This design comes from an exercise in tuning for small area on the open sky130 flow, not from production work.
RTL that was checked went through simulation tests only; none was proved equivalent to the original.
Function not checked in runs 4 to 6: the RTL went through the layout flow alone.
No activity file was given, so power comes from the tool's default toggle rates.

[design/flow/config.mk]
export PLATFORM = sky130hd
export DESIGN_NAME = top
export DESIGN_NICKNAME = top
export VERILOG_FILES = /design/flow/design.v
export SDC_FILE = /design/flow/constraint.sdc
export NUM_CORES = 4
export LEC_CHECK = 0
export CAP_MARGIN = 20
export CORE_MARGIN = 2
export CORE_UTILIZATION = 40
export CTS_BUF_LIST = sky130_fd_sc_hd__clkbuf_2
export SLEW_MARGIN = 20
[design/flow/constraint.sdc]
create_clock -name core_clock -period 10.0 [get_ports {clk}]
set_input_delay 2.0000 -clock core_clock [delete_from_list [all_inputs] [get_ports {clk}]]
set_output_delay 2.0000 -clock core_clock [all_outputs]
set_load 0.01 [all_outputs]
[design/flow/design.v]
`timescale 1ns/1ns
`default_nettype none
module top (input wire clk,
            input wire rst,
            input wire mic_data_1,
            input wire mic_data_2,
            output wire serial_tx,
            output wire mic_clk_1,
            output wire mic_clk_2,
            output wire sel_2,
            output wire serial_split);
assign sel_2 = 1'b1;
reg [18:0] tc;
always @(posedge clk)
  if (rst) tc <= 19'd3;
  else     tc <= tc + 19'd1;
wire [1:0] j  = tc[1:0];
wire [7:0] p  = tc[9:2];
wire       j0 = (j == 2'd0);
wire       p0 = (p == 8'd0);
wire       p255 = (p == 8'hff);
wire pdm_clk = tc[1] ^ tc[0];
assign mic_clk_1 = pdm_clk;
assign mic_clk_2 = pdm_clk;
assign serial_split = pdm_clk;
reg fresh;
always @(posedge clk)
  if (rst) fresh <= 1'b1;
  else if (tc[2:0] == 3'd7) fresh <= 1'b0;
reg init;
always @(posedge clk)
  if (rst) init <= 1'b1;
  else if (tc[12]) init <= 1'b0;
reg u1h, u2h;
always @(posedge clk)
  if (j0) begin
    u1h <= mic_data_1;
    u2h <= mic_data_2;
  end
wire u1 = j0 ? mic_data_1 : u1h;
wire u2 = j0 ? mic_data_2 : u2h;
wire [8:0] q = {1'b0, p} - 9'd127;
reg  [3:0] dH_d, E_d, Hc_d;
always @* begin
  case (j)
    2'd0: begin dH_d = q[3:0];    E_d = 4'h0;             Hc_d = fresh ? 4'h1 : 4'h0; end
    2'd1: begin dH_d = q[7:4];    E_d = {q[0], 3'b100};   Hc_d = fresh ? 4'h4 : 4'hc; end
    2'd2: begin dH_d = {4{q[8]}}; E_d = q[4:1];           Hc_d = 4'hf; end
    default: begin dH_d = {4{q[8]}}; E_d = q[8:5];        Hc_d = 4'h3; end
  endcase
end
reg [15:0] hr;           
reg hcy, fcy, lcy, mcy;  
wire [3:0] hbase = (fresh | p0) ? Hc_d : hr[3:0];
wire [4:0] hsum  = hbase + dH_d + (j0 ? 1'b0 : hcy);
wire [3:0] Hn    = hsum[3:0];
wire [4:0] wfs   = Hn + E_d + (j0 ? 1'b0 : fcy);
wire [3:0] nE    = ~E_d;
wire [4:0] wls   = Hn + nE + (j0 ? 1'b1 : lcy);
wire [3:0] h2    = {Hn[2:0], j0 ? 1'b0 : hr[15]};
wire [3:0] nh2   = ~h2;
wire [4:0] wms   = nh2 + (j0 ? 1'b1 : mcy);
wire [3:0] Wf = wfs[3:0];
wire [3:0] Wl = wls[3:0];
wire [3:0] Wm = wms[3:0];
always @(posedge clk) begin
  hr  <= {Hn, hr[15:4]};
  hcy <= hsum[4];
  fcy <= wfs[4];
  lcy <= wls[4];
  mcy <= wms[4];
end
wire [15:0] c1_hi, c1_lo, c2_hi, c2_lo;
cicwin W1 (.clk(clk), .fresh(fresh), .j0(j0), .p0(p0), .u(u1),
           .Wf(Wf), .Wm(Wm), .Wl(Wl), .c_lo(c1_lo), .c_hi(c1_hi));
cicwin W2 (.clk(clk), .fresh(fresh), .j0(j0), .p0(p0), .u(u2),
           .Wf(Wf), .Wm(Wm), .Wl(Wl), .c_lo(c2_lo), .c_hi(c2_hi));
reg [47:0] sh;    
reg [47:0] sl;    
wire wr_h = p255;
wire wr_l = p255 & j[1];
wire [3:0] sh_in = {c2_hi[1:0], c1_hi[1:0]};
wire [7:0] sl_in = {c2_lo[3:0], c1_lo[3:0]};
always @(posedge clk) begin
  sh <= {wr_h ? sh_in : sh[3:0], sh[47:4]};
  sl <= {wr_l ? sl_in : sl[7:0], sl[47:8]};
end
reg [3:0] th0, th1, th2, th3;
reg [7:0] tl0, tl1;
always @(posedge clk) begin
  if (wr_h && j == 2'd0) th0 <= sh[3:0];
  if (wr_h && j == 2'd1) th1 <= sh[3:0];
  if (wr_h && j == 2'd2) th2 <= sh[3:0];
  if (wr_h && j == 2'd3) th3 <= sh[3:0];
  if (wr_l && j == 2'd2) tl0 <= sl[7:0];
  if (wr_l && j == 2'd3) tl1 <= sl[7:0];
end
wire [7:0] m1_lo = {tl1[3:0], tl0[3:0]};
wire [7:0] m2_lo = {tl1[7:4], tl0[7:4]};
wire [7:0] m1_hi = {th3[1:0], th2[1:0], th1[1:0], th0[1:0]};
wire [7:0] m2_hi = {th3[3:2], th2[3:2], th1[3:2], th0[3:2]};
reg [3:0] baud;
always @(posedge clk)
  if (rst) baud <= 4'd0;
  else     baud <= (baud == 4'd14) ? 4'd0 : baud + 4'd1;
wire baud_ce = (baud == 4'd7);
wire sload_n = ~fresh & ((tc[9:3] == 7'd0) ? (tc[2:1] != 2'd0) : (tc[9:1] == 9'd2));
reg start, transmitting;
reg [5:0] counter;
wire start_next = transmitting ? 1'b0 : (sload_n ? 1'b1 : start);
always @(posedge clk)
  if (rst) start <= 1'b0;
  else     start <= start_next;
always @(posedge clk)
  if (rst) begin
    counter <= 6'd0;
    transmitting <= 1'b0;
  end else if (baud_ce) begin
    if (start_next) begin
      counter <= 6'd0;
      transmitting <= 1'b1;
    end
    if (transmitting) begin
      if (counter < 6'd40) counter <= counter + 6'd1;
      else begin
        transmitting <= 1'b0;
        counter <= 6'd0;
      end
    end
  end
wire mk   = (tc[18:10] == 9'd0);    
wire [7:0] d1_lo = init ? 8'h00 : (mk ? 8'hff : m1_lo);
wire [7:0] d1_hi = init ? 8'h00 : (mk ? 8'hff : m1_hi);
wire [7:0] d2_lo = init ? 8'h00 : m2_lo;
wire [7:0] d2_hi = init ? 8'h00 : m2_hi;
wire [39:0] data = {1'b1, d1_hi, 1'b0, 1'b1, d1_lo, 1'b0, 1'b1, d2_hi, 1'b0, 1'b1, d2_lo, 1'b0};
assign serial_tx = (transmitting && counter < 6'd40) ? data[counter] : 1'b1;
endmodule
module cicwin (input wire clk,
               input wire fresh,
               input wire j0,
               input wire p0,
               input wire u,
               input wire [3:0] Wf,
               input wire [3:0] Wm,
               input wire [3:0] Wl,
               output wire [15:0] c_lo,
               output wire [15:0] c_hi);
reg [15:0] al, bl, cl;        
reg [7:0]  ah, bh, ch;        
reg alc, blc, clc, ahc, bhc, chc;
wire keep = ~fresh & ~p0;
wire move = ~fresh & p0;
wire [3:0] a_b  = keep ? al[3:0] : 4'h0;
wire [3:0] b_b  = keep ? bl[3:0] : (move ? al[3:0] : 4'h0);
wire [3:0] c_b  = keep ? cl[3:0] : (move ? bl[3:0] : 4'h0);
wire [1:0] a_hb = keep ? ah[1:0] : 2'h0;
wire [1:0] b_hb = keep ? bh[1:0] : (move ? ah[1:0] : 2'h0);
wire [1:0] c_hb = keep ? ch[1:0] : (move ? bh[1:0] : 2'h0);
wire a_hci = j0 ? (keep & alc) : ahc;
wire b_hci = j0 ? ((keep & blc) | (move & alc)) : bhc;
wire c_hci = j0 ? ((keep & clc) | (move & blc)) : chc;
wire [4:0] a_s = a_b + (u ? Wf : 4'h0) + (j0 ? 1'b0 : alc);
wire [4:0] b_s = b_b + (u ? Wm : 4'h0) + (j0 ? 1'b0 : blc);
wire [4:0] c_s = c_b + (u ? Wl : 4'h0) + (j0 ? 1'b0 : clc);
wire [2:0] a_hs = a_hb + a_hci;
wire [2:0] b_hs = b_hb + b_hci;
wire [2:0] c_hs = c_hb + c_hci;
always @(posedge clk) begin
  al <= {a_s[3:0], al[15:4]};
  bl <= {b_s[3:0], bl[15:4]};
  cl <= {c_s[3:0], cl[15:4]};
  ah <= {a_hs[1:0], ah[7:2]};
  bh <= {b_hs[1:0], bh[7:2]};
  ch <= {c_hs[1:0], ch[7:2]};
  alc <= a_s[4]; blc <= b_s[4]; clc <= c_s[4];
  ahc <= a_hs[2]; bhc <= b_hs[2]; chc <= c_hs[2];
end
assign c_lo = cl;
assign c_hi = {8'h00, ch};
endmodule
[design/flow/run.sh]
#!/bin/bash
# synth_recipe.tcl (not shown) runs the flow's synth.tcl, then flattens the netlist and writes it again
# the make line also repeats each setting of config.mk as NAME=value (left out here)
make -C /OpenROAD-flow-scripts/flow DESIGN_CONFIG=/design/flow/config.mk WORK_HOME=/design/flow/orfs CLKGATE_MAP_FILE= SYNTH_SCRIPT=/design/flow/synth_recipe.tcl finish
==> results of run 1 <==
[flip-flops by register name, indices dropped and copies added (netlist names), 16 cells and up]
register  cells
W1.al        16
W1.bl        16
W1.cl        16
W2.al        16
W2.bl        16
W2.cl        16
hr           16
sh           48
sl           48
tc           19
[layout by cell type (no fill, tap or decap), types with 4 or more instances in the layout]
cell type | synthesis | layout
dfxtp_1 | 307 | 307
clkbuf_2 | 0 | 116
nand2_1 | 81 | 81
inv_1 | 53 | 53
nor2_1 | 52 | 52
ha_1 | 52 | 52
a21oi_1 | 45 | 45
edfxtp_1 | 32 | 32
xnor2_1 | 21 | 21
xor2_1 | 20 | 20
o21ai_0 | 20 | 20
fa_1 | 18 | 18
a21o_1 | 17 | 17
nor2b_1 | 16 | 16
and2_1 | 16 | 16
mux2_2 | 15 | 15
clkinv_1 | 0 | 15
nand3_1 | 13 | 13
mux2i_1 | 12 | 12
nand2b_1 | 11 | 11
nor3_1 | 10 | 10
and3_1 | 8 | 8
clkdlybuf4s50_1 | 0 | 7
buf_4 | 4 | 5
o2bb2ai_1 | 4 | 4
a221o_1 | 4 | 4
nand4_1 | 4 | 4
clkinvlp_4 | 0 | 4
[power by group through the flow]
stage / clock, W / sequential, W / combinational (W)
after floorplan: 0 / 0.00164 / 0.000396
after global placement: 0 / 0.00166 / 0.000533
after detailed placement: 0 / 0.00167 / 0.000532
after CTS: 0.000871 / 0.00164 / 0.000540
after global routing: 0.000936 / 0.00166 / 0.000612
final: 0.000826 / 0.00164 / 0.000533
[synthesized netlist by cell type, drive strengths merged, types with 18 or more instances]
cell type	n
edfxtp	32
dfxtp	307
xnor2	21
ha	52
nand2	81
clkbuf	21
nor2	52
fa	18
o21ai	20
xor2	20
inv	53
a21oi	45
[per-stage QoR]
stage / utilization, % / total power, W / hold slack [ns] / setup slack (ns) / instances
after floorplan: - / 0.002039 / 0.3096 / 5.859 / 918
after global placement: 41.88 / 0.002197 / 0.3097 / 4.920 / 1274
after detailed placement: 41.88 / 0.002202 / 0.3121 / 4.823 / 1274
after CTS: 44.43 / 0.003051 / 0.2936 / 4.580 / 1414
after global routing: 44.44 / 0.003209 / 0.3087 / 4.240 / 1415
final: 44.44 / 0.002995 / 0.2930 / 4.689 / 1415
[cell families (layout without fill, tap and decap cells)]
kind of cell               after synthesis  count (layout)  synth area share, %
muxes                                   31              31                3.309
DFF                                    339             339                63.92
adders and majority gates               70              70                9.093
AOI/OAI and AO/OA                      119             119                6.955
other                                    1               2              0.03373
and+or+nand+nor                        230             230                10.23
buffers and inverters                   87             205                3.230
xor gates and xnor gates                41              41                3.230
[layout make-up]
cell class	instances	area [um2]
clock buffer	116	580.6
fill	2615	15310
tap	378	473.0
multi-input combinational	492	3652
clock inverter	24	122.6
antenna	1	2.502
inverter	53	198.9
timing repair buffer	12	107.6
sequential	339	7107
[routing by layer]
layer	routed length, um	track usage [%]	part of all wire [%]	vias to the layer above
met5	0	0	0	-
met4	312	5.425	1.7	0
met3	835	4.025	4.5	28
met2	8626	21.93	46	101
met1	8985	17.99	48	2963
li1	-	-	-	3224
[path summary, 6_finish.rpt]
kind,from,to,slack [ns],depth (start not counted)
max,counter[1],serial_tx,4.69,5
max reg2reg,tc[1],W2.al[15],4.81,16
min,sh[36],sh[32],0.29,0
min reg2reg,sh[36],sh[32],0.29,0
==> impl_metrics.csv, run 1 <==
group,metric,value,unit
die,die_area,29150,um2
synthesis,synthArstFlopShare,0,%
synthesis,yosysTopAreaCell,"dfxtp_1",
global_route,grt_pass1_vias,6476,
setup_path,cp_slowest_cell,"dfxtp_1",
min_path,hold_class,"reg2reg",
placement,placedInstanceArea,11540,um2
layout,layout.nets,1052,
route,drc,0,
global_route,track_usage,13.89,%
clocking,cts_buffers,80,
synthesis,synth_area,11120,um2
setup_path,cp.arrival,3.31,ns
clocking,cts_tree,"yes",
setup_path,criticalPathCategory,"reg2out",
power,seq_power_share,54.6,%
setup_path,startpoint_type,"flip-flop",
placement,dpl.hpwl,12460,um
route,drt_iter0_drc,328,
clocking,cts_htree_levels,3,
synthesis,synth_cell_types,61,
route,ant_nets,0,
sta,drv_slew,0,
clocking,clkTransAtPathRegs,0.10,ns
power,p_int,0.002102,W
die,rows,61,
sta,skew,0.04824,ns
power,p_leak,5.169,nW
power,p_sw,0.0008935,W
layout,area_growth,10.13,%
flow_run,maxCapViolations,0,
route,drt_wl_total,18760,um
global_route,grt_max_degree,34,
clocking,cts_resized,0,
sta,max_freq,0.1883,GHz
sta,relSlewSlack,42.08,%
sta,rsz0062_at_grt,"false",
setup_path,end_kind,"output pin",
synthesis,netlist_instances,918,
sta,hold_violations,0,
die,chipHeight,170.7,um
synthesis,synthTopCellsByArea,"dfxtp_1, edfxtp_1, ha_1, fa_1, nand2_1",
setup_path,crit_fanout,17,
layout,drive_gt1_share,15.73,%
sta,fin_crit_sh,53.11,%
global_route,antenna_found_initial,1,
clocking,clk_latency,0.84,ns
sta,worst_slew_pin_slew,0.8688,ns
synthesis,syn-num-nets,992,
clocking,cts_setup_buffers,0,
route,vias_per_cell,4.464,
synthesis,avgSynthCellArea,12.11,um2
synthesis,ys_ff_latch,339,
clocking,holdBufCountCts,0,
layout,design_area,12240,um2
sta,setup_tns,0,ns
outcome,status,"timing/DRC/antenna clean",
power,p_per_area,244.6,nW/um2
synthesis,synth-edff-count,32,
clocking,cts.sinks,339,
power,ir_drop,133.7,uV
synthesis,yosys_most_used_dff,"dfxtp_1",
setup_path,max_stage_delay,0.77,ns
synthesis,yosysSeqAreaShare,63.92,%
sta,min_period,5.311,ns
synthesis,yosys.area.top_type_share,55.28,%
clocking,clock-root-buffer,"clkbuf_2",
route,vias,6316,
route,first_pass_iters,4,
die,pin_count,9,
die,initial_core_util,40.35,%
die,core-area,27550,um2
global_route,grt_overflow,0,
route,wl_per_cell,13.26,um
power,p_sw_share,29.83,%
power,clkPwrFrac,27.6,%
synthesis,yosysWarnings,2,
power,combPwrFrac,17.8,%
placement,port_buffers,7,
setup_path,cp_cell_sequence,"mux2_2 > a311o_1 > o311ai_0 > o311ai_1 > clkdlybuf4s50_1",
global_route,grt_pass1_wl,31840,um
die,die_w,170.7,um
setup_path,cp_num_buf_inv,1,
setup_path,critical_path.top_delay_family,"compound AO/OA/AOI/OAI gates",
placement,gp_congestion,0.8219,
sta,setup_viol,0,
clocking,max-clock-path-buffers,3,
setup_path,cp.required,8.00,ns
==> run 2, diff against run 1 <==
--- a/design/flow/config.mk
+++ b/design/flow/config.mk
@@ -10,3 +10,3 @@
 export CORE_UTILIZATION = 40
-export CTS_BUF_LIST = sky130_fd_sc_hd__clkbuf_2
+export CTS_BUF_LIST = sky130_fd_sc_hd__clkbuf_4
 export SLEW_MARGIN = 20
==> run 2 against run 1 <==
  * Synthesized cell count unchanged
  * Routed wire length decreased by 0.23%
  * Total power increased by 7.8%
  * Flip-flop and latch count unchanged
  * Critical path type is now reg2reg
  * Non-clock buffer count unchanged
  * Largest cell class unchanged
==> impl_metrics.csv, run 2 <==
group,metric,value,unit
die,pin_count,9,
placement,placed_cells,1274,
global_route,antenna_found_initial,1,
setup_path,cp.arrival,5.73,ns
sta,min_period,5.170,ns
synthesis,synth_most_common_cell,"dfxtp_1",
sta,rsz0062_at_grt,"false",
synthesis,netlist_instances,918,
global_route,track_usage,13.88,%
route,wl_per_cell,13.26,um
setup_path,criticalPathCategory,"reg2reg",
layout,n_fill_cell,2571,
die,chipHeight,170.7,um
die,rows,61,
route,drc,0,
synthesis,yosysWarnings,2,
setup_path,cp_cell_sequence,"inv_1 > ha_1 > inv_1 > o21ai_0 > fa_1 > inv_1 > fa_1 > xnor2_1 > ha_1 > inv_1 > nor2_1 > nor2_1 > xor2_1 > nor2_1 > ha_1 > xnor2_1",
layout,area_growth,12.74,%
layout,most-common-layout-cells,"dfxtp_1, clkbuf_4, nand2_1, inv_1",
placement,port_buffers,7,
synthesis,yosysTopAreaCell,"dfxtp_1",
layout,layout.nets,1052,
synthesis,synth_cell_types,61,
clocking,cts_resized,0,
global_route,grt_overflow,0,
route,drt_iter0_drc,327,
synthesis,avgSynthCellArea,12.11,um2
clocking,holdBufCountCts,0,
power,seq_power_share,50.7,%
setup_path,cp.required,10.56,ns
synthesis,yosysSeqAreaShare,63.92,%
placement,gp_congestion,0.8219,
setup_path,max_stage_delay,0.77,ns
synthesis,synth-edff-count,32,
synthesis,synthTopCellsByArea,"dfxtp_1, edfxtp_1, ha_1, fa_1, nand2_1",
clocking,clkTransAtPathRegs,0.07,ns
power,p_sw,0.0008876,W
clocking,cts_setup_buffers,0,
sta,drv_slew,0,
route,ant_nets,0,
setup_path,cp_num_buf_inv,4,
power,p_int,0.002342,W
clocking,max-clock-path-buffers,3,
synthesis,yosys_most_used_dff,"dfxtp_1",
layout,instances_no_fill,1411,
synthesis,synthArstFlopShare,0,%
layout,postLayoutCoreUtil,45.49,%
setup_path,worst_path_most_repeated_cell,"inv_1",
power,p_leak,5.224,nW
sta,relSlewSlack,42.82,%
synthesis,syn-num-nets,992,
layout,reg_top3,"sh: 48 flops, sl: 48 flops, tc: 19 flops",
setup_path,startpoint_type,"flip-flop",
power,ir_drop,143.9,uV
clocking,clk_latency,0.68,ns
sta,skew,0.04053,ns
power,combPwrFrac,16.5,%
setup_path,crit_fanout,18,
placement,dpl.hpwl,12460,um
sta,fin_crit_sh,51.70,%
synthesis,synthTopCellsByCount,"dfxtp_1, nand2_1, inv_1",
global_route,grt_pass1_vias,6456,
clocking,cts.sinks,339,
route,drt_wl_total,18720,um
die,die_w,170.7,um
route,first_pass_iters,4,
min_path,hold_class,"reg2reg",
sta,setup_viol,0,
synthesis,yosys.area.top_type_share,55.28,%
power,clkPwrFrac,32.8,%
clocking,clock-root-buffer,"clkbuf_4",
layout,drive_gt1_share,15.50,%
sta,hold_violations,0,
route,vias,6309,
setup_path,cp_slowest_cell,"ha_1",
die,core-area,27550,um2
outcome,status,"timing/DRC/antenna clean",
flow_run,maxCapViolations,0,
clocking,cts_buffers,80,
synthesis,ys_ff_latch,339,
clocking,cts_tree,"yes",
power,p_sw_share,27.48,%
setup_path,critical_path.top_delay_family,"adder cells",
die,die_area,29150,um2
global_route,grt_pass1_wl,31850,um
sta,setup_tns,0,ns
synthesis,synth_area,11120,um2
layout,mostFrequentLayoutCell,"dfxtp_1",
sta,worst_slew_pin_slew,0.8577,ns
route,vias_per_cell,4.471,
die,initial_core_util,40.35,%
sta,max_freq,0.1934,GHz
clocking,cts_htree_levels,3,
global_route,grt_max_degree,34,
power,p_per_area,257.7,nW/um2
setup_path,end_kind,"flip-flop",
## run 2: cell types whose count changed in the layout (fill, tap and decap cells not counted), sizes merged
cell      change
bufinv        +1
clkbuf        -2
clkinv        -1
clkinvlp      -2
## run 2: metal layers
layer	GRT usage, %	vias to the layer above	wire length (um)
li1	-	3230	-
met1	18.18	2937	9143
met2	21.60	104	8439
met3	3.747	38	729
met4	6.020	0	403
met5	0	-	0
## run 2: path summary, 6_finish.rpt
kind	cells after the start	startpoint	end	slack, ns
max	16	tc[1]	W2.al[15]	4.83
min	0	W2.ah[7]	W2.ah[5]	0.29
max reg2reg	16	tc[1]	W2.al[15]	4.83
min reg2reg	0	W2.ah[7]	W2.ah[5]	0.29
## run 2: power groups by stage
stage / Sequential, W / Clock, W / Combinational (W)
3_5_place_dp: 0.00167 / 0 / 0.000532
4_1_cts: 0.00164 / 0.00110 / 0.000540
2_1_floorplan: 0.00164 / 0 / 0.000396
6_report: 0.00164 / 0.00106 / 0.000534
3_3_place_gp: 0.00166 / 0 / 0.000533
5_1_grt: 0.00166 / 0.00118 / 0.000612
## run 2: worst reg2reg max path: cells and delay by family, from the launching register on
kind / cells / cell delay [ns]
DFF: 1 / 0.41
and+or+nand+nor: 3 / 0.23
buffers and inverters: 4 / 0.96
AOI/OAI and AO/OA: 1 / 0.38
xor gates and xnor gates: 3 / 0.94
adders and majority gates: 5 / 2.17
## run 2: layout make-up
type	count	area, um2	area share, %
Timing Repair Buffer	12	107.6	0.8585
Inverter	53	198.9	1.587
Clock buffer	114	855.8	6.828
Antenna cell	1	2.502	0.01996
Clock inverter	22	137.6	1.098
Multi-Input combinational cell	492	3652	29.14
Tap cell	378	473.0	3.773
Sequential cell	339	7107	56.70
## run 2: per-stage QoR
stage	hold slack, ns	area (um2)	total power (W)	setup WS (ns)
floorplan	0.3096	11120	0.002039	5.859
global placement	0.3097	11540	0.002197	4.920
detailed placement	0.3121	11540	0.002202	4.823
CTS	0.2912	12530	0.003286	4.788
global route	0.2948	12530	0.003448	4.232
finish	0.2898	12530	0.003230	4.830
## run 2: logic make-up (layout without fill, tap and decap cells)
group                      after synthesis  after routing  synth area share, %
DFF                                    339            339                63.92
and+or+nand+nor                        230            230                10.23
AOI/OAI and AO/OA                      119            119                6.955
buffers and inverters                   87            201                3.230
adders and majority gates               70             70                9.093
xor gates and xnor gates                41             41                3.230
muxes                                   31             31                3.309
other                                    1              2              0.03373
==> run 3, diff against run 2 <==
--- a/design/flow/config.mk
+++ b/design/flow/config.mk
@@ -10,3 +10,2 @@
 export CORE_UTILIZATION = 40
-export CTS_BUF_LIST = sky130_fd_sc_hd__clkbuf_4
 export SLEW_MARGIN = 20
==> run 3 against run 2 <==
  * Largest power group unchanged
  * Global-route usage decreased by 0.45 points
  * Synthesized area unchanged
  * Largest cell class unchanged
  * Clock skew decreased by 0.032 ns
  * Flip-flop and latch count unchanged
  * Synthesized cell count unchanged
==> impl_metrics.csv, run 3 <==
group,metric,value,unit
outcome,status,"timing/DRC/antenna clean",
sta,hold_violations,0,
clocking,max-clock-path-buffers,3,
layout,multi_input_comb_area,3652,um2
synthesis,netlist_instances,918,
power,p_sw,0.0008688,W
layout,n_fill_cell,2508,
power,combPwrFrac,15.7,%
die,pin_count,9,
setup_path,cp_slowest_cell,"ha_1",
placement,gp_congestion,0.8219,
power,p_leak,5.170,nW
sta,setup_tns,0,ns
global_route,grt_use_met3,2.498,%
global_route,use_met1,18.66,%
clocking,cts_setup_buffers,0,
sta,min_period,5.120,ns
setup_path,cp.arrival,5.58,ns
power,total_power,0.003385,W
layout,layout.nets,1003,
synthesis,yosys_most_used_dff,"dfxtp_1",
global_route,grt_max_degree,34,
die,chipHeight,170.7,um
sta,skew,0.008568,ns
global_route,grt_overflow,0,
clocking,cts_buffers,31,
setup_path,cp_cell_sequence,"inv_1 > ha_1 > inv_1 > o21ai_0 > fa_1 > inv_1 > fa_1 > xnor2_1 > ha_1 > inv_1 > nor2_1 > nor2_1 > xor2_1 > nor2_1 > ha_1 > xnor2_1",
synthesis,synth_area,11120,um2
setup_path,end_kind,"flip-flop",
clocking,cts_tree,"yes",
global_route,met2_usage,21.72,%
power,seq_power_share,48.4,%
synthesis,yosysSeqAreaShare,63.92,%
flow_run,maxCapViolations,0,
global_route,grt_busiest_layer,"met2",
die,initial_core_util,40.35,%
clocking,cts_resized,0,
power,p_per_area,268.2,nW/um2
synthesis,avgSynthCellArea,12.11,um2
power,p_sw_share,25.67,%
clocking,clk_latency,0.54,ns
layout,mostFrequentLayoutCell,"dfxtp_1",
layout,n_antenna_cell,0,
clocking,clock-root-buffer,"clkbuf_16",
setup_path,max_stage_delay,0.76,ns
route,drt_iter0_drc,299,
synthesis,synthTopCellsByCount,"dfxtp_1, nand2_1, inv_1",
synthesis,synth_cell_types,61,
placement,dpl.hpwl,12460,um
sta,setup_viol,0,
sta,relSlewSlack,43.04,%
global_route,grt_pass1_vias,6006,
die,die_w,170.7,um
placement,port_buffers,7,
route,ant_nets,0,
synthesis,synthTopCellsByArea,"dfxtp_1, edfxtp_1, ha_1, fa_1, nand2_1",
route,drt_wl_total,18430,um
global_route,track_usage,13.43,%
setup_path,worst_path_most_repeated_cell,"inv_1",
layout,reg_top3,"sh: 48 flops, sl: 48 flops, tc: 19 flops",
synthesis,synth_most_common_cell,"dfxtp_1",
min_path,hold_class,"reg2reg",
synthesis,yosysTopAreaCell,"dfxtp_1",
setup_path,startpoint_type,"flip-flop",
synthesis,yosys.area.top_type_share,55.28,%
power,p_int,0.002516,W
die,rows,61,
global_route,grt_pass1_wl,31190,um
clocking,cts_htree_levels,1,
clocking,holdBufCountCts,0,
layout,most-common-layout-cells,"dfxtp_1, nand2_1, inv_1, nor2_1, ha_1",
synthesis,synth-edff-count,32,
sta,rsz0062_at_grt,"false",
synthesis,synthArstFlopShare,0,%
layout,regArea,7107,um2
route,vias_per_cell,4.495,
synthesis,yosysWarnings,2,
route,vias,5979,
sta,worst_slew_pin_slew,0.8544,ns
die,die_area,29150,um2
power,clkPwrFrac,35.9,%
die,core-area,27550,um2
route,drc,0,
sta,drv_slew,0,
route,first_pass_iters,4,
synthesis,syn-num-nets,992,
sta,fin_crit_sh,51.20,%
clocking,clkTransAtPathRegs,0.06,ns
setup_path,cp.required,10.46,ns
layout,drive_gt1_share,9.349,%
power,ir_drop,170.4,uV
synthesis,ys_ff_latch,339,
clocking,cts.sinks,339,
sta,max_freq,0.1953,GHz
global_route,antenna_found_initial,0,
setup_path,crit_fanout,18,
route,wl_per_cell,13.86,um
layout,area_growth,13.52,%
setup_path,criticalPathCategory,"reg2reg",
==> run 3: worst max-delay path, delay by kind of cell, from the launching register on <==
| kind | cells | cell delay [ns] |
|---|---|---|
| buffers and inverters | 4 | 0.96 |
| AO/OA/AOI/OAI | 1 | 0.38 |
| flip-flops | 1 | 0.41 |
| adder cells (fa/ha/maj) | 5 | 2.15 |
| AND/OR/NAND/NOR | 3 | 0.22 |
| XOR/XNOR | 3 | 0.90 |
==> run 3: final timing paths <==
| kind | end | startpoint | cells after the start | slack, ns |
|---|---|---|---|---|
| worst max-delay path | W2.al[15] | tc[1] | 16 | 4.88 |
| worst max register to register | W2.al[15] | tc[1] | 16 | 4.88 |
| worst min register to register | W1.ch[2] | W1.ch[4] | 0 | 0.32 |
| worst min-delay path | W1.ch[2] | W1.ch[4] | 0 | 0.32 |
==> run 3: stage by stage <==
step | instances | util, % | hold WS [ns] | worst slack, ns | cell area [um2]
2_1_floorplan | 918 | - | 0.3096 | 5.859 | 11120
3_3_place_gp | 1274 | 41.88 | 0.3097 | 4.920 | 11540
3_5_place_dp | 1274 | 41.88 | 0.3121 | 4.823 | 11540
4_1_cts | 1330 | 45.81 | 0.3245 | 4.831 | 12620
5_1_grt | 1330 | 45.81 | 0.3264 | 4.311 | 12620
6_report | 1330 | 45.81 | 0.3178 | 4.880 | 12620
==> run 3: kinds of logic (layout without fill, tap and decap cells) <==
family	Yosys count	after routing	synth area share (%)
AOI/OAI and AO/OA	119	119	6.955
xor gates and xnor gates	41	41	3.230
adders and majority gates	70	70	9.093
buffers and inverters	87	121	3.230
DFF	339	339	63.92
muxes	31	31	3.309
other	1	1	0.03373
and+or+nand+nor	230	230	10.23
==> run 3: cell type report <==
type | count | share of cell area (%)
repair buffers | 12 | 0.8526
inverters | 53 | 1.576
clock buffers | 41 | 7.019
clock inverters | 15 | 1.556
multi-input cells | 492 | 28.94
flip-flops and latches | 339 | 56.31
well taps | 378 | 3.747
==> run 3: per-layer routing <==
layer  vias to the layer above  part of all wire [%]
li1                       3077                     -
met3                        19                   3.9
met5                         -                     0
met1                      2821                    50
met2                        62                    45
met4                         0                   1.3
==> run 3: power by group through the flow <==
stage	clock network [W]	logic, W	registers (W)
final	0.00121	0.000533	0.00164
after CTS	0.00125	0.000541	0.00164
after floorplan	0	0.000396	0.00164
after global routing	0.00131	0.000612	0.00166
after detailed placement	0	0.000532	0.00167
after global placement	0	0.000533	0.00166
==> run 4, diff against run 3 <==
--- a/design/flow/design.v
+++ b/design/flow/design.v
@@ -87,16 +87,8 @@
 end
-reg [3:0] th0, th1, th2, th3;
-reg [7:0] tl0, tl1;
+reg [15:0] th;    
+reg [15:0] tl;    
 always @(posedge clk) begin
-  if (wr_h && j == 2'd0) th0 <= sh[3:0];
-  if (wr_h && j == 2'd1) th1 <= sh[3:0];
-  if (wr_h && j == 2'd2) th2 <= sh[3:0];
-  if (wr_h && j == 2'd3) th3 <= sh[3:0];
-  if (wr_l && j == 2'd2) tl0 <= sl[7:0];
-  if (wr_l && j == 2'd3) tl1 <= sl[7:0];
+  th <= {wr_h ? sh[3:0] : th[3:0], th[15:4]};
+  tl <= {wr_l ? sl[7:0] : tl[7:0], tl[15:8]};
 end
-wire [7:0] m1_lo = {tl1[3:0], tl0[3:0]};
-wire [7:0] m2_lo = {tl1[7:4], tl0[7:4]};
-wire [7:0] m1_hi = {th3[1:0], th2[1:0], th1[1:0], th0[1:0]};
-wire [7:0] m2_hi = {th3[3:2], th2[3:2], th1[3:2], th0[3:2]};
 reg [3:0] baud;
@@ -106,33 +98,42 @@
 wire baud_ce = (baud == 4'd7);
-wire sload_n = ~fresh & ((tc[9:3] == 7'd0) ? (tc[2:1] != 2'd0) : (tc[9:1] == 9'd2));
-reg start, transmitting;
-reg [5:0] counter;
-wire start_next = transmitting ? 1'b0 : (sload_n ? 1'b1 : start);
-always @(posedge clk)
-  if (rst) start <= 1'b0;
-  else     start <= start_next;
+wire start_now = (tc[9:5] == 5'd0) && (tc[4:0] >= 5'd2) && (tc[4:0] <= 5'd16) &&
+                 !(init && tc[18:10] == 9'd0);
+reg transmitting;
+reg [3:0] pos;
+reg [1:0] chr;
 always @(posedge clk)
   if (rst) begin
-    counter <= 6'd0;
     transmitting <= 1'b0;
+    pos <= 4'd0;
+    chr <= 2'd0;
   end else if (baud_ce) begin
-    if (start_next) begin
-      counter <= 6'd0;
+    if (start_now) begin
       transmitting <= 1'b1;
-    end
-    if (transmitting) begin
-      if (counter < 6'd40) counter <= counter + 6'd1;
-      else begin
+      pos <= 4'd0;
+      chr <= 2'd0;
+    end else if (transmitting) begin
+      if (pos == 4'd10) begin
         transmitting <= 1'b0;
-        counter <= 6'd0;
-      end
+        pos <= 4'd0;
+        chr <= 2'd0;
+      end else if (pos == 4'd9 && chr != 2'd3) begin
+        pos <= 4'd0;
+        chr <= chr + 2'd1;
+      end else
+        pos <= pos + 4'd1;
     end
   end
+wire [2:0] b = pos[2:0];
+wire [3:0] tl_lane = chr[1] ? tl[3:0] : tl[7:4];
+wire [1:0] th_lane = chr[1] ? th[1:0] : th[3:2];
+wire fetch = chr[0] ? (j == b[2:1]) : (j[0] == b[2]);
+wire fbit  = chr[0] ? th_lane[b[0]] : tl_lane[b[1:0]];
+reg nb, txb;
+always @(posedge clk) begin
+  if (fetch)   nb  <= fbit;
+  if (baud_ce) txb <= nb;
+end
 wire mk   = (tc[18:10] == 9'd0);    
-wire [7:0] d1_lo = init ? 8'h00 : (mk ? 8'hff : m1_lo);
-wire [7:0] d1_hi = init ? 8'h00 : (mk ? 8'hff : m1_hi);
-wire [7:0] d2_lo = init ? 8'h00 : m2_lo;
-wire [7:0] d2_hi = init ? 8'h00 : m2_hi;
-wire [39:0] data = {1'b1, d1_hi, 1'b0, 1'b1, d1_lo, 1'b0, 1'b1, d2_hi, 1'b0, 1'b1, d2_lo, 1'b0};
-assign serial_tx = (transmitting && counter < 6'd40) ? data[counter] : 1'b1;
+wire dbit = init ? 1'b0 : ((mk & chr[1]) | txb);
+assign serial_tx = !transmitting || (pos >= 4'd9) || ((pos != 4'd0) && dbit);
 endmodule
==> run 4 against run 3 <==
  * Largest power group unchanged
  * Sequential power about the same
  * Worst setup slack improved by 0.48 ns
  * Flip-flop and latch count increased by 1
  * Count of clock-buffer cells in the layout increased by 9
  * Highest routed layer unchanged
  * Sequential share of layout area decreased by 1.4 points
  * Routed wire length decreased by 1.5%
  * Combinational power about the same
  * Critical path type unchanged
  * Synthesized cell count decreased by 1.1%
  * Core utilization increased by 0.58 points
  * Cell count decreased by 2.8%
  * Clock skew increased by 0.012 ns
  * Design area decreased by 1.5%
==> impl_metrics.csv, run 4 <==
group,metric,value,unit
clocking,cts_setup_buffers,0,
placement,port_buffers,7,
die,initial_core_util,40.42,%
power,p_leak,5.354,nW
min_path,hold_path.startpoint,"W2.bl[15]",
sta,setup_tns,0,ns
clocking,holdBufCountCts,0,
global_route,antenna_found_initial,0,
clocking,clock-root-buffer,"clkbuf_16",
clocking,max-clock-path-buffers,3,
sta,setup_viol,0,
global_route,grt_max_degree,31,
synthesis,yosysWarnings,2,
global_route,grt_pass1_wl,29580,um
setup_path,reg2reg_from,"tc[2]",
route,vias_per_cell,4.557,
synthesis,syn-num-nets,987,
layout,n_fill_cell,2430,
min_path,hold_class,"reg2reg",
setup_path,cp.required,10.41,ns
clocking,cts_htree_levels,2,
placement,gp_congestion,0.8236,
sta,min_period,4.640,ns
synthesis,synth_cell_types,56,
synthesis,avgSynthCellArea,11.93,um2
die,rows,60,
placement,placedInstanceArea,11240,um2
setup_path,setup.worst_path.start,"tc[2]",
layout,regArea,6827,um2
power,total_power,0.003471,W
layout,layout.nets,1005,
sta,skew,0.02020,ns
setup_path,startpoint_type,"flip-flop",
die,core-area,26800,um2
layout,multi_input_comb_area,3692,um2
clocking,cts_buffers,34,
synthesis,yosys.area.top_type_share,62.47,%
layout,instances_no_fill,1293,
min_path,worstHoldEndpoint,"W2.bl[11]",
route,vias,5892,
power,ir_drop,196.5,uV
sta,relSlewSlack,48.42,%
placement,dpl.hpwl,12250,um
global_route,grt_pass1_vias,5683,
clocking,cts_resized,0,
die,chipHeight,168.6,um
sta,hold_violations,0,
setup_path,r2r-end,"W2.clc",
sta,worst_slew_pin_slew,0.7522,ns
synthesis,netlist_instances,908,
route,drt_iter0_drc,295,
layout,most-common-layout-cells,"dfxtp_1, nand2_1, ha_1, nor2_1, inv_1",
synthesis,yosys_most_used_dff,"dfxtp_1",
synthesis,synth_most_common_cell,"dfxtp_1",
sta,max_freq,0.2155,GHz
clocking,clkTransAtPathRegs,0.06,ns
synthesis,yosysTopAreaCell,"dfxtp_1",
clocking,cts.sinks,340,
die,pin_count,9,
synthesis,yosysSeqAreaShare,63.02,%
synthesis,synth-edff-count,2,
global_route,track_usage,13.13,%
setup_path,r2r_slack,5.36,ns
setup_path,cp.arrival,5.05,ns
setup_path,reg2reg_depth,17,
outcome,status,"timing/DRC/antenna clean",
clocking,cts_tree,"yes",
synthesis,synthTopCellsByCount,"dfxtp_1, nand2_1, ha_1",
sta,fin_crit_sh,46.40,%
setup_path,crit_fanout,30,
layout,mostFrequentLayoutCell,"dfxtp_1",
die,die_area,28410,um2
die,die_w,168.6,um
layout,n_antenna_cell,0,
route,ant_nets,0,
sta,drv_slew,0,
layout,postLayoutCoreUtil,46.39,%
route,drc,0,
layout,drive_gt1_share,10.29,%
layout,area_growth,14.79,%
setup_path,criticalPathCategory,"reg2reg",
setup_path,end_kind,"flip-flop",
synthesis,synth_area,10830,um2
power,p_per_area,279.2,nW/um2
synthesis,synthArstFlopShare,0,%
synthesis,synthTopCellsByArea,"dfxtp_1, ha_1, fa_1, nand2_1, mux2_2",
route,first_pass_iters,4,
min_path,hold_depth,0,
sta,rsz0062_at_grt,"false",
flow_run,maxCapViolations,0,
placement,placed_cells,1231,
route,drt_wl_total,18150,um
synthesis,ys_ff_latch,340,
route,wl_per_cell,14.04,um
layout,design_area,12430,um2
global_route,grt_overflow,0,
clocking,clk_latency,0.51,ns
layout,reg_top3,"sh: 48 flops, sl: 48 flops, tc: 19 flops",
## run 4: changes by cell type in the layout (fill, tap and decap cells not counted), sizes merged, moves of 5 or more
| cell | delta |
|---|---|
| inv | -8 |
| a21o | +6 |
| clkbuf | +9 |
| ha | +5 |
| edfxtp | -30 |
| nor2b | -6 |
| dfxtp | +31 |
| nor3 | -8 |
| and2 | -5 |
| mux2 | +9 |
## run 4: critical path: stages, from the launching register on
cell and delay (ns):
dfxtp_1 0.45, inv_1 0.13, ha_1 0.24, nor2b_1 0.15, and3_1 0.20, buf_4 0.26, nor2_1 0.21, buf_4 0.26
mux2_2 0.36, ha_1 0.33, xor2_1 0.46, ha_1 0.40, xnor2_1 0.28, nor2_1 0.08, ha_1 0.36, nor2b_1 0.15
o21ai_0 0.15, nand2b_1 0.07
## run 4: worst max-delay path by stage
stage	end	slack, ns	cells past startpoint
finish	W2.clc	5.36	17
global route	W2.clc	5.04	18
CTS	serial_tx	5.36	5
detailed placement	W2.blc	5.27	9
global placement	W2.blc	5.35	9
floorplan	W1.alc	5.89	14
## run 4: routing by layer
metal	routed length (um)	share of wire, %	track usage (%)
met3	781	4.3	2.806
met5	0	0	0
met2	7714	42	19.79
met1	9189	51	18.58
met4	465	2.6	4.910
## run 4: layout make-up
type                       count  share of cell area (%)
tap                          341                   3.432
inverter                      47                   1.419
clock inverter                12                   1.157
sequential                   340                   54.91
clock buffer                  50                   8.403
timing repair buffer          14                  0.9862
multi-input combinational    489                   29.70
## run 4: per-stage QoR
stage / worst slack, ns / hold WS (ns)
after floorplan: 5.892 / 0.3096
after global placement: 5.354 / 0.3096
after detailed placement: 5.269 / 0.3121
after CTS: 5.360 / 0.3211
after global routing: 5.043 / 0.3246
final: 5.360 / 0.3222
## run 4: cells by family after synthesis
logic type,synth area share (%)
adder cells (fa/ha/maj),9.911
XOR/XNOR,3.477
buffers and inverters,2.946
flip-flops,63.02
other,0.03462
AO/OA/AOI/OAI,6.342
multiplexers,4.147
AND/OR/NAND/NOR,10.12
## run 4: power breakdown
group,leakage [nW],internal (W),switching [W]
Clock,0.584,0.000805,0.000508
Sequential,2.78,0.00156,0.0000660
Combinational,1.99,0.000216,0.000314
==> run 5, diff against run 4 <==
--- a/design/flow/config.mk
+++ b/design/flow/config.mk
@@ -10,2 +10,5 @@
 export CORE_UTILIZATION = 40
+export CTS_BUF_LIST = sky130_fd_sc_hd__clkbuf_8
+export CTS_CLUSTER_DIAMETER = 60
+export CTS_CLUSTER_SIZE = 20
 export SLEW_MARGIN = 20
==> run 5 against run 4 <==
  * Register-to-register slack worse by 0.02 ns
  * Worst hold slack better by 0.0064 ns
  * Largest power group unchanged
  * Critical path type is now reg2out
  * Count of clock-buffer cells in the layout down 27
  * Global-route usage down 0.61 points
  * Clock skew up 0.012 ns
  * First-iteration DRC count up 5.8%
  * Cell count down 2.2%
  * Flip-flop and latch count unchanged
  * Fmax down 0.56%
  * Critical endpoint is now serial_tx
==> impl_metrics.csv, run 5 <==
group,metric,value,unit
outcome,status,"timing/DRC/antenna clean",
clocking,clock-root-buffer,"clkbuf_8",
global_route,antenna_found_initial,0,
route,top_layer_used,"met4",
sta,relSlewSlack,46.69,%
setup_path,startpoint_type,"flip-flop",
die,chipHeight,168.6,um
setup_path,cp.required,8.00,ns
min_path,hold_path.startpoint,"sh[27]",
clocking,cts_setup_buffers,0,
synthesis,yosys.area.top_type_share,62.47,%
power,p_sw,0.0007995,W
clocking,max-clock-path-buffers,3,
global_route,grt_pass1_vias,5481,
synthesis,synth-edff-count,2,
setup_path,max_stage_delay,0.61,ns
setup_path,crit_fanout,7,
synthesis,yosysSeqAreaShare,63.02,%
route,ant_nets,0,
route,vias_per_cell,4.621,
layout,mostFrequentLayoutCell,"dfxtp_1",
die,die_area,28410,um2
die,initial_core_util,40.42,%
layout,reg_top3,"sh: 48 flops, sl: 48 flops, tc: 19 flops",
synthesis,ys_ff_latch,340,
die,die_w,168.6,um
synthesis,netlist_instances,908,
route,wl_met2,7553,um
clocking,cts_tree,"yes",
synthesis,yosysTopAreaCell,"dfxtp_1",
layout,most-common-layout-cells,"dfxtp_1, nand2_1, ha_1, nor2_1, inv_1",
placement,port_buffers,7,
layout,n_antenna_cell,0,
synthesis,synth_cell_types,56,
synthesis,syn-num-nets,987,
route,first_pass_iters,5,
route,wl_met3,536,um
synthesis,synth_area,10830,um2
setup_path,setup.worst_path.start,"tc[10]",
synthesis,avgSynthCellArea,11.93,um2
power,ir_drop,141.6,uV
global_route,track_usage,12.52,%
power,p_leak,4.979,nW
sta,setup_tns,0,ns
clocking,cts_htree_levels,1,
synthesis,synthTopCellsByCount,"dfxtp_1, nand2_1, ha_1",
sta,drv_slew,0,
clocking,holdBufCountCts,0,
clocking,cts_resized,0,
die,pin_count,9,
layout,area_growth,7.554,%
route,drc,0,
flow_run,maxCapViolations,0,
setup_path,end_kind,"output pin",
power,combPwrFrac,18.9,%
global_route,grt_pass1_wl,28660,um
clocking,cts.sinks,340,
setup_path,cp.arrival,2.67,ns
placement,dpl.hpwl,12250,um
power,seq_power_share,58.0,%
die,rows,60,
min_path,hold_class,"reg2reg",
setup_path,criticalPathCategory,"reg2out",
sta,fin_crit_sh,46.66,%
synthesis,synth_most_common_cell,"dfxtp_1",
clocking,clkTransAtPathRegs,0.12,ns
placement,dpl_worst_slack,5.269,ns
layout,drive_gt1_share,7.909,%
synthesis,synthTopCellsByArea,"dfxtp_1, ha_1, fa_1, nand2_1, mux2_2",
power,p_int,0.002004,W
global_route,grt_max_degree,31,
layout,layout.nets,994,
setup_path,cp_cell_sequence,"or4_4 > nor2_1 > a31oi_1 > o311ai_1 > clkdlybuf4s50_1",
clocking,cts_buffers,23,
sta,max_freq,0.2143,GHz
power,p_sw_share,28.52,%
sta,setup_viol,0,
layout,n_fill_cell,2528,
route,wl_per_cell,13.90,um
sta,rsz0062_at_grt,"false",
sta,worst_slew_pin_slew,0.7774,ns
die,core-area,26800,um2
route,wl_met1,9113,um
setup_path,reg2reg_from,"tc[2]",
synthesis,yosysWarnings,2,
sta,min_period,4.666,ns
route,drt_iter0_drc,312,
clocking,clk_latency,0.56,ns
setup_path,cp_slowest_cell,"clkdlybuf4s50_1",
route,vias,5841,
power,clkPwrFrac,23.1,%
power,p_per_area,240.6,nW/um2
synthesis,yosys_most_used_dff,"dfxtp_1",
placement,gp_congestion,0.8236,
synthesis,synthArstFlopShare,0,%
global_route,grt_overflow,0,
sta,skew,0.03257,ns
route,drt_wl_total,17570,um
sta,hold_violations,0,
sta,setup_ws,5.334,ns
## run 5: cell families after synthesis
logic type	count (synthesis)	synth area share [%]
and+or+nand+nor	224	10.12
muxes	38	4.147
DFF	340	63.02
buffers and inverters	79	2.946
xor gates and xnor gates	43	3.477
other	1	0.03462
adders and majority gates	75	9.911
AOI/OAI and AO/OA	108	6.342
## run 5: worst max-delay path: cells and delay by family (launching register included)
kind            cells  cell delay [ns]
simple gates        2             0.68
buf+inv             1             0.61
compound gates      2             0.44
flops               1             0.41
## run 5: power by group through the flow
| stage | clock network [W] | registers [W] | logic, W |
|---|---|---|---|
| 6_report | 0.000647 | 0.00163 | 0.000529 |
| 2_1_floorplan | 0 | 0.00163 | 0.000403 |
| 5_1_grt | 0.000726 | 0.00165 | 0.000599 |
| 3_3_place_gp | 0 | 0.00166 | 0.000527 |
| 4_1_cts | 0.000679 | 0.00163 | 0.000535 |
| 3_5_place_dp | 0 | 0.00166 | 0.000529 |
## run 5: routing by layer
metal / vias up / track usage, %
met4: 0 / 3.448
met1: 2762 / 18.59
met3: 23 / 1.964
li1: 2982 / -
met2: 74 / 18.97
met5: - / 0
## run 5: final cells by class
type / instances / area, um2 / area share, %
clock buffers: 23 / 316.6 / 2.717
clock inverters: 10 / 88.84 / 0.7625
inverters: 47 / 176.4 / 1.514
multi-input cells: 489 / 3692 / 31.69
flip-flops and latches: 340 / 6827 / 58.60
well taps: 341 / 426.7 / 3.662
repair buffers: 14 / 122.6 / 1.053
## run 5: per-stage QoR
stage               hold slack [ns]  util, %  power, W  instance area, um2  instances
floorplan                    0.3096        -  0.002033               10830        908
global placement             0.3096    41.93  0.002183               11240       1231
detailed placement           0.3121    41.93  0.002191               11240       1231
CTS                          0.3315    43.45  0.002845               11640       1264
global route                 0.3309    43.47  0.002973               11650       1264
finish                       0.3286    43.47  0.002803               11650       1264
## run 5: worst paths after layout
path	slack (ns)	end	cells after the start
max	5.33	serial_tx	5
min	0.33	sh[23]	0
max reg2reg	5.34	W2.clc	17
min reg2reg	0.33	sh[23]	0
==> run 6, diff against run 5 <==
--- a/design/flow/config.mk
+++ b/design/flow/config.mk
@@ -9,6 +9,6 @@
 export CORE_MARGIN = 2
-export CORE_UTILIZATION = 40
+export CORE_UTILIZATION = 65
 export CTS_BUF_LIST = sky130_fd_sc_hd__clkbuf_8
-export CTS_CLUSTER_DIAMETER = 60
-export CTS_CLUSTER_SIZE = 20
+export CTS_CLUSTER_DIAMETER = 40
+export CTS_CLUSTER_SIZE = 16
 export SLEW_MARGIN = 20
==> run 6 against run 5 <==
  * Total power increased by 7.9%
  * Worst hold slack got worse by 0.020 ns
  * Synthesized cell count did not move
  * Register-to-register slack gained 0.05 ns
  * Routed wire length decreased by 0.36%
  * Die area is 38% lower
  * Via count grew 3.7%
  * Critical path depth rose by 13
  * Cell count is 7.8% lower
  * Clock skew shrank 0.0023 ns
  * Critical path type is now reg2reg
  * Core utilization is 28 points higher
==> impl_metrics.csv, run 6 <==
group,metric,value,unit
outcome,status,"timing/DRC/antenna clean",
die,die_w,133.1,um
synthesis,synth-edff-count,2,
route,first_pass_iters,4,
clocking,cts_resized,0,
clocking,cts_tree,"yes",
route,drt_wl_total,17510,um
sta,fin_crit_sh,46.10,%
route,wl_per_cell,15.03,um
setup_path,end_kind,"flip-flop",
global_route,track_usage,20.80,%
synthesis,synth_most_common_cell,"dfxtp_1",
power,seq_power_share,53.8,%
clocking,cts_htree_levels,2,
clocking,cts.sinks,340,
synthesis,yosysWarnings,2,
setup_path,reg2reg_depth,18,
setup_path,cp_slowest_cell,"fa_1",
synthesis,yosys.area.top_type_share,62.47,%
clocking,max-clock-path-buffers,3,
synthesis,yosysSeqAreaShare,63.02,%
power,clkPwrFrac,28.5,%
placement,port_buffers,7,
min_path,hold_depth,0,
layout,multi_input_comb_area,3692,um2
global_route,grt_pass1_wl,29570,um
power,p_per_area,257.0,nW/um2
sta,worst_slew_pin_slew,0.9249,ns
sta,min_period,4.610,ns
die,pin_count,9,
placement,dpl.hpwl,11950,um
layout,regArea,6827,um2
synthesis,ys_ff_latch,340,
clocking,clkTransAtPathRegs,0.09,ns
synthesis,netlist_instances,908,
setup_path,cp.required,10.41,ns
die,core-area,16410,um2
sta,hold_violations,0,
synthesis,syn-num-nets,987,
synthesis,yosysTopAreaCell,"dfxtp_1",
synthesis,synthTopCellsByArea,"dfxtp_1, ha_1, fa_1, nand2_1, mux2_2",
layout,layout.nets,1004,
min_path,hold_class,"reg2reg",
power,p_sw,0.0008433,W
clocking,cts_setup_buffers,0,
global_route,grt_max_degree,31,
die,chipHeight,133.1,um
layout,area_growth,8.675,%
synthesis,synthTopCellsByCount,"dfxtp_1, nand2_1, ha_1",
sta,rsz0062_at_grt,"false",
power,p_leak,5.114,nW
synthesis,avgSynthCellArea,11.93,um2
clocking,cts_buffers,35,
clocking,clk_latency,0.54,ns
route,vias_per_cell,5.199,
global_route,grt_pass1_vias,6173,
global_route,antenna_found_initial,0,
layout,most-common-layout-cells,"dfxtp_1, nand2_1, ha_1, nor2_1, inv_1",
setup_path,cp_cell_sequence,"inv_1 > ha_1 > nor2b_1 > and3_1 > buf_4 > nor2_1 > mux2i_1 > fa_1 > inv_1 > fa_1 > inv_1 > fa_1 > xnor2_1 > nor2_1 > ha_1 > nor2b_1 > o21ai_0 > nand2b_1",
power,total_power,0.003026,W
route,drc,0,
global_route,grt_overflow,0,
layout,postLayoutCoreUtil,71.75,%
die,initial_core_util,66.02,%
layout,n_antenna_cell,0,
sta,max_freq,0.2169,GHz
power,combPwrFrac,17.7,%
clocking,clock-root-buffer,"clkbuf_8",
synthesis,yosys_most_used_dff,"dfxtp_1",
sta,setup_tns,0,ns
sta,relSlewSlack,36.57,%
sta,skew,0.03030,ns
setup_path,criticalPathCategory,"reg2reg",
sta,drv_slew,0,
route,vias,6057,
setup_path,startpoint_type,"flip-flop",
layout,drive_gt1_share,10.26,%
die,rows,47,
power,p_int,0.002182,W
sta,setup_viol,0,
power,p_sw_share,27.87,%
synthesis,synthArstFlopShare,0,%
route,drt_iter0_drc,309,
clocking,holdBufCountCts,0,
layout,mostFrequentLayoutCell,"dfxtp_1",
die,die_area,17710,um2
setup_path,crit_fanout,30,
synthesis,synth_area,10830,um2
power,ir_drop,173.4,uV
synthesis,synth_cell_types,56,
layout,reg_top3,"sh: 48 flops, sl: 48 flops, tc: 19 flops",
flow_run,maxCapViolations,0,
placement,gp_congestion,0.8861,
layout,n_fill_cell,1134,
setup_path,max_stage_delay,0.68,ns
route,ant_nets,0,
setup_path,cp.arrival,5.02,ns
[run 6: logic make-up after synthesis]
group	Yosys count	synth area share, %
mux	38	4.147
fa+ha+maj	75	9.911
flops	340	63.02
compound gates	108	6.342
xor+xnor	43	3.477
simple gates	224	10.12
other cells	1	0.03462
buf+inv	79	2.946
[run 6: power groups by stage]
| stage | Combinational (W) | Sequential [W] | Clock, W |
|---|---|---|---|
| 5_1_grt | 0.000607 | 0.00165 | 0.000939 |
| 3_5_place_dp | 0.000528 | 0.00166 | 0 |
| 6_report | 0.000535 | 0.00163 | 0.000864 |
| 2_1_floorplan | 0.000403 | 0.00163 | 0 |
| 3_3_place_gp | 0.000518 | 0.00165 | 0 |
| 4_1_cts | 0.000538 | 0.00163 | 0.000888 |
[run 6: path summary, 6_finish.rpt]
path	from	slack, ns	end
worst min-delay path	W1.cl[4]	0.31	W1.cl[0]
worst max register to register	tc[2]	5.39	W2.clc
worst min register to register	W1.cl[4]	0.31	W1.cl[0]
worst max-delay path	tc[2]	5.39	W2.clc
[run 6: cell type report]
type | count | share of cell area (%)
repair buffers | 12 | 0.8716
clock buffers | 40 | 4.677
clock inverters | 17 | 1.254
well taps | 220 | 2.338
flip-flops and latches | 340 | 57.99
multi-input cells | 489 | 31.37
inverters | 47 | 1.499
[run 6: stage by stage]
step / instance area [um2] / setup WS (ns) / cells / hold slack, ns
floorplan: 10830 / 5.892 / 908 / 0.3096
global placement: 11070 / 5.368 / 1108 / 0.3097
detailed placement: 11070 / 5.341 / 1108 / 0.3121
CTS: 11770 / 5.426 / 1165 / 0.3092
global route: 11770 / 5.056 / 1165 / 0.3155
finish: 11770 / 5.390 / 1165 / 0.3091
[run 6: routing by layer]
layer  vias to the layer above  track usage [%]  part of all wire [%]
met4                         0            7.683                   2.4
met5                         -                0                     0
met2                       124            34.02                    47
met3                        42            4.186                   4.3
met1                      2869            27.78                    46
li1                       3022                -                     -
[run 6: critical path, delay by kind of cell, from the launching register on]
| kind | cells | cell delay, ns |
|---|---|---|
| xor+xnor | 1 | 0.22 |
| fa+ha+maj | 5 | 1.95 |
| compound gates | 1 | 0.18 |
| flops | 1 | 0.45 |
| simple gates | 6 | 0.87 |
| mux | 1 | 0.26 |
| buf+inv | 4 | 0.57 |
==> run 7, diff against run 6 <==
--- a/design/flow/design.v
+++ b/design/flow/design.v
@@ -14,9 +14,8 @@
 always @(posedge clk)
-  if (rst) tc <= 19'd3;
+  if (rst) tc <= 19'd7;
   else     tc <= tc + 19'd1;
 wire [1:0] j  = tc[1:0];
-wire [7:0] p  = tc[9:2];
 wire       j0 = (j == 2'd0);
-wire       p0 = (p == 8'd0);
-wire       p255 = (p == 8'hff);
+wire       p0 = (tc[9:2] == 8'd1);
+wire       p255 = (tc[9:2] == 8'd0);
 wire pdm_clk = tc[1] ^ tc[0];
@@ -28,3 +27,3 @@
   if (rst) fresh <= 1'b1;
-  else if (tc[2:0] == 3'd7) fresh <= 1'b0;
+  else if (tc[2:0] == 3'd3) fresh <= 1'b0;
 reg init;
@@ -41,3 +40,3 @@
 wire u2 = j0 ? mic_data_2 : u2h;
-wire [8:0] q = {1'b0, p} - 9'd127;
+wire [8:0] q = {~tc[9] & (tc[8:2] != 7'd0), ~tc[9], tc[8:2]};
 reg  [3:0] dH_d, E_d, Hc_d;
@@ -52,21 +51,15 @@
 reg [15:0] hr;           
-reg hcy, fcy, lcy, mcy;  
+reg hcy, fcy, lcy;       
 wire [3:0] hbase = (fresh | p0) ? Hc_d : hr[3:0];
-wire [4:0] hsum  = hbase + dH_d + (j0 ? 1'b0 : hcy);
-wire [3:0] Hn    = hsum[3:0];
-wire [4:0] wfs   = Hn + E_d + (j0 ? 1'b0 : fcy);
-wire [3:0] nE    = ~E_d;
-wire [4:0] wls   = Hn + nE + (j0 ? 1'b1 : lcy);
-wire [3:0] h2    = {Hn[2:0], j0 ? 1'b0 : hr[15]};
-wire [3:0] nh2   = ~h2;
-wire [4:0] wms   = nh2 + (j0 ? 1'b1 : mcy);
-wire [3:0] Wf = wfs[3:0];
-wire [3:0] Wl = wls[3:0];
-wire [3:0] Wm = wms[3:0];
+wire [3:0] Hn, Wf, Wl;
+wire hco, fco, lco;
+add4 HU (.a(hbase), .b(dH_d), .ci(~j0 & hcy), .s(Hn), .co(hco));
+add4 FU (.a(Hn), .b(E_d), .ci(~j0 & fcy), .s(Wf), .co(fco));
+add4 LU (.a(Hn), .b(~E_d), .ci(j0 | lcy), .s(Wl), .co(lco));
+wire [3:0] Wm = ~{Hn[2:0], ~j0 & hr[15]};
 always @(posedge clk) begin
   hr  <= {Hn, hr[15:4]};
-  hcy <= hsum[4];
-  fcy <= wfs[4];
-  lcy <= wls[4];
-  mcy <= wms[4];
+  hcy <= hco;
+  fcy <= fco;
+  lcy <= lco;
 end
@@ -98,3 +91,3 @@
 wire baud_ce = (baud == 4'd7);
-wire start_now = (tc[9:5] == 5'd0) && (tc[4:0] >= 5'd2) && (tc[4:0] <= 5'd16) &&
+wire start_now = (tc[9:5] == 5'd0) && (tc[4:0] >= 5'd6) && (tc[4:0] <= 5'd20) &&
                  !(init && tc[18:10] == 9'd0);
@@ -104,7 +97,5 @@
 always @(posedge clk)
-  if (rst) begin
+  if (rst)
     transmitting <= 1'b0;
-    pos <= 4'd0;
-    chr <= 2'd0;
-  end else if (baud_ce) begin
+  else if (baud_ce) begin
     if (start_now) begin
@@ -139,2 +130,12 @@
 endmodule
+module add4 (input wire [3:0] a, input wire [3:0] b, input wire ci, output wire [3:0] s, output wire co);
+wire [4:0] c;
+assign c[0] = ci;
+genvar i;
+generate for (i = 0; i < 4; i = i + 1) begin : g
+  assign s[i] = a[i] ^ b[i] ^ c[i];
+  assign c[i+1] = (a[i] & b[i]) | (c[i] & (a[i] ^ b[i]));
+end endgenerate
+assign co = c[4];
+endmodule
 module cicwin (input wire clk,
@@ -149,4 +150,4 @@
                output wire [15:0] c_hi);
-reg [15:0] al, bl, cl;        
-reg [7:0]  ah, bh, ch;        
+reg [15:0] al, bl, cl;
+reg [7:0]  ah, bh, ch;
 reg alc, blc, clc, ahc, bhc, chc;
@@ -163,17 +164,21 @@
 wire c_hci = j0 ? ((keep & clc) | (move & blc)) : chc;
-wire [4:0] a_s = a_b + (u ? Wf : 4'h0) + (j0 ? 1'b0 : alc);
-wire [4:0] b_s = b_b + (u ? Wm : 4'h0) + (j0 ? 1'b0 : blc);
-wire [4:0] c_s = c_b + (u ? Wl : 4'h0) + (j0 ? 1'b0 : clc);
-wire [2:0] a_hs = a_hb + a_hci;
-wire [2:0] b_hs = b_hb + b_hci;
-wire [2:0] c_hs = c_hb + c_hci;
+wire [3:0] a_s, b_s, c_s;
+wire a_co, b_co, c_co;
+add4 A (.a(a_b), .b(Wf & {4{u}}), .ci(~j0 & alc), .s(a_s), .co(a_co));
+add4 B (.a(b_b), .b(Wm & {4{u}}), .ci(j0 ? u : blc), .s(b_s), .co(b_co));
+add4 C (.a(c_b), .b(Wl & {4{u}}), .ci(~j0 & clc), .s(c_s), .co(c_co));
+wire [1:0] a_hs = {a_hb[1] ^ (a_hb[0] & a_hci), a_hb[0] ^ a_hci};
+wire [1:0] b_hs = {b_hb[1] ^ (b_hb[0] & b_hci), b_hb[0] ^ b_hci};
+wire [1:0] c_hs = {c_hb[1] ^ (c_hb[0] & c_hci), c_hb[0] ^ c_hci};
 always @(posedge clk) begin
-  al <= {a_s[3:0], al[15:4]};
-  bl <= {b_s[3:0], bl[15:4]};
-  cl <= {c_s[3:0], cl[15:4]};
-  ah <= {a_hs[1:0], ah[7:2]};
-  bh <= {b_hs[1:0], bh[7:2]};
-  ch <= {c_hs[1:0], ch[7:2]};
-  alc <= a_s[4]; blc <= b_s[4]; clc <= c_s[4];
-  ahc <= a_hs[2]; bhc <= b_hs[2]; chc <= c_hs[2];
+  al <= {a_s, al[15:4]};
+  bl <= {b_s, bl[15:4]};
+  cl <= {c_s, cl[15:4]};
+  ah <= {a_hs, ah[7:2]};
+  bh <= {b_hs, bh[7:2]};
+  ch <= {c_hs, ch[7:2]};
+  alc <= a_co; blc <= b_co; clc <= c_co;
+  ahc <= a_hb[1] & a_hb[0] & a_hci;
+  bhc <= b_hb[1] & b_hb[0] & b_hci;
+  chc <= c_hb[1] & c_hb[0] & c_hci;
 end
--- a/design/flow/config.mk
+++ b/design/flow/config.mk
@@ -9,5 +9,5 @@
 export CORE_MARGIN = 2
-export CORE_UTILIZATION = 65
+export CORE_UTILIZATION = 40
 export CTS_BUF_LIST = sky130_fd_sc_hd__clkbuf_8
-export CTS_CLUSTER_DIAMETER = 40
+export CTS_CLUSTER_DIAMETER = 50
 export CTS_CLUSTER_SIZE = 16
==> run 7 against run 6 <==
  * Combinational power decreased by 4.3%
  * Count of clock-buffer cells in the layout decreased by 12
  * Global-route usage decreased by 8.3 points
  * Sequential share of layout area increased by 2.7 points
  * Clock skew decreased by 0.0089 ns
  * Critical path depth decreased by 2
  * Worst hold slack improved by 0.015 ns
  * Synthesized area decreased by 2.9%
  * Highest routed layer unchanged
==> impl_metrics.csv, run 7 <==
group,metric,value,unit
sta,relSlewSlack,41.28,%
synthesis,yosysWarnings,2,
setup_path,worst_path_most_repeated_cell,"fa_1",
power,total_power,0.003009,W
route,vias_per_cell,4.533,
global_route,track_usage,12.54,%
route,drt_iter0_drc,271,
outcome,status,"timing/DRC/antenna clean",
synthesis,avgSynthCellArea,12.63,um2
clocking,cts_htree_levels,1,
setup_path,r2r_slack,4.69,ns
synthesis,yosys.area.top_type_share,62.99,%
global_route,grt_overflow,0,
die,die_area,27610,um2
placement,dpl.hpwl,11560,um
setup_path,reg2reg_from,"tc[1]",
die,chipHeight,166.2,um
placement,gp_congestion,0.8159,
synthesis,synthArstFlopShare,0,%
synthesis,yosysTopAreaCell,"dfxtp_1",
synthesis,synth_adder_area_share,9.110,%
layout,drive_gt1_share,9.788,%
route,drt_wl_total,16840,um
power,ir_drop,126.4,uV
clocking,cts.sinks,339,
global_route,grt_pass1_vias,5432,
sta,hold_violations,0,
setup_path,r2r-end,"W1.cl[15]",
clocking,cts_tree,"yes",
layout,design_area,11300,um2
clocking,cts_buffers,27,
synthesis,syn-num-nets,892,
global_route,met2_usage,18.91,%
die,core-area,25910,um2
sta,rsz0062_at_grt,"false",
sta,skew,0.02141,ns
synthesis,synthXorXnorAreaFrac,1.748,%
synthesis,synth_most_common_cell,"dfxtp_1",
synthesis,synthSimpleGateAreaFrac,10.44,%
layout,layout.nets,898,
synthesis,synth-edff-count,8,
route,drc,0,
setup_path,cp.arrival,5.77,ns
synthesis,yosysSeqAreaShare,65.27,%
setup_path,end_kind,"flip-flop",
synthesis,synth_cell_types,60,
synthesis,synthTopCellsByArea,"dfxtp_1, fa_1, nand2_1, edfxtp_1, ha_1",
placement,port_buffers,7,
die,die_w,166.2,um
synthesis,ys_ff_latch,339,
global_route,antenna_found_initial,0,
layout,n_fill_cell,2413,
layout,mostFrequentLayoutCell,"dfxtp_1",
synthesis,synth_area,10520,um2
layout,reg_top3,"sh: 48 flops, sl: 48 flops, tc: 19 flops",
clocking,max-clock-path-buffers,3,
setup_path,cp.required,10.47,ns
setup_path,criticalPathCategory,"reg2reg",
synthesis,synth_compound_gate_area_share,4.186,%
route,ant_nets,0,
min_path,hold_class,"reg2reg",
clocking,cts_resized,0,
min_path,hold_path.startpoint,"W1.al[4]",
global_route,use_met1,18.49,%
clocking,cts_setup_buffers,0,
clocking,clkTransAtPathRegs,0.09,ns
layout,area_growth,7.457,%
setup_path,crit_fanout,27,
global_route,grt_use_met3,2.169,%
power,p_leak,4.570,nW
die,pin_count,9,
==> run 7: through the flow <==
stage	std cells	worst slack, ns
6_report	1183	4.695
3_5_place_dp	1145	4.714
3_3_place_gp	1145	4.712
5_1_grt	1183	4.361
2_1_floorplan	833	5.313
4_1_cts	1183	4.672
==> run 7: power breakdown <==
group / internal, W / total, W / switching [W]
combinational: 0.000216 / 0.000512 / 0.000296
sequential: 0.00169 / 0.00179 / 0.000108
clock: 0.000289 / 0.000704 / 0.000415
==> run 7: area by class of cell <==
| class | count | area, um2 | area share (%) |
|---|---|---|---|
| inverters | 51 | 191.4 | 1.693 |
| multi-input cells | 409 | 3247 | 28.72 |
| clock buffers | 28 | 385.4 | 3.409 |
| well taps | 335 | 419.2 | 3.708 |
| clock inverters | 10 | 95.09 | 0.8412 |
| repair buffers | 11 | 100.1 | 0.8854 |
| flip-flops and latches | 339 | 6867 | 60.74 |
==> run 7: logic make-up after synthesis <==
logic type                 Yosys count
xor gates and xnor gates            21
muxes                               45
DFF                                339
and+or+nand+nor                    218
adders and majority gates           55
AOI/OAI and AO/OA                   69
buffers and inverters               85
other                                1
==> run 7: worst register-to-register path, delay by kind of cell, from the launching register on <==
| kind | cells | cell delay [ns] |
|---|---|---|
| and+or+nand+nor | 3 | 0.87 |
| AOI/OAI and AO/OA | 1 | 0.14 |
| adders and majority gates | 7 | 2.93 |
| buffers and inverters | 5 | 0.61 |
| DFF | 1 | 0.67 |
==> run 7: layer usage <==
metal	up-vias	share of wire [%]
met5	-	0
met4	0	2.9
met3	31	3.2
met2	64	42
met1	2573	52
li1	2695	-
==> run 7: how the worst max path moves through the flow <==
stage / from / end / slack, ns / depth (start not counted)
global placement: tc[1] / W1.cl[15] / 4.71 / 16
CTS: tc[1] / W1.cl[15] / 4.67 / 16
global route: tc[1] / W2.cl[15] / 4.36 / 16
floorplan: tc[7] / W1.cl[15] / 5.31 / 15
detailed placement: tc[1] / W1.cl[15] / 4.71 / 16
finish: tc[1] / W1.cl[15] / 4.69 / 16

Setup slack of run 7, layout unchanged: 4.695 ns with ideal ports, 4.695 ns with driving cells assumed (clock clkbuf_16, inputs buf_2), 4.695 ns with port delays also shifted by the 0.595 ns mid clock arrival.
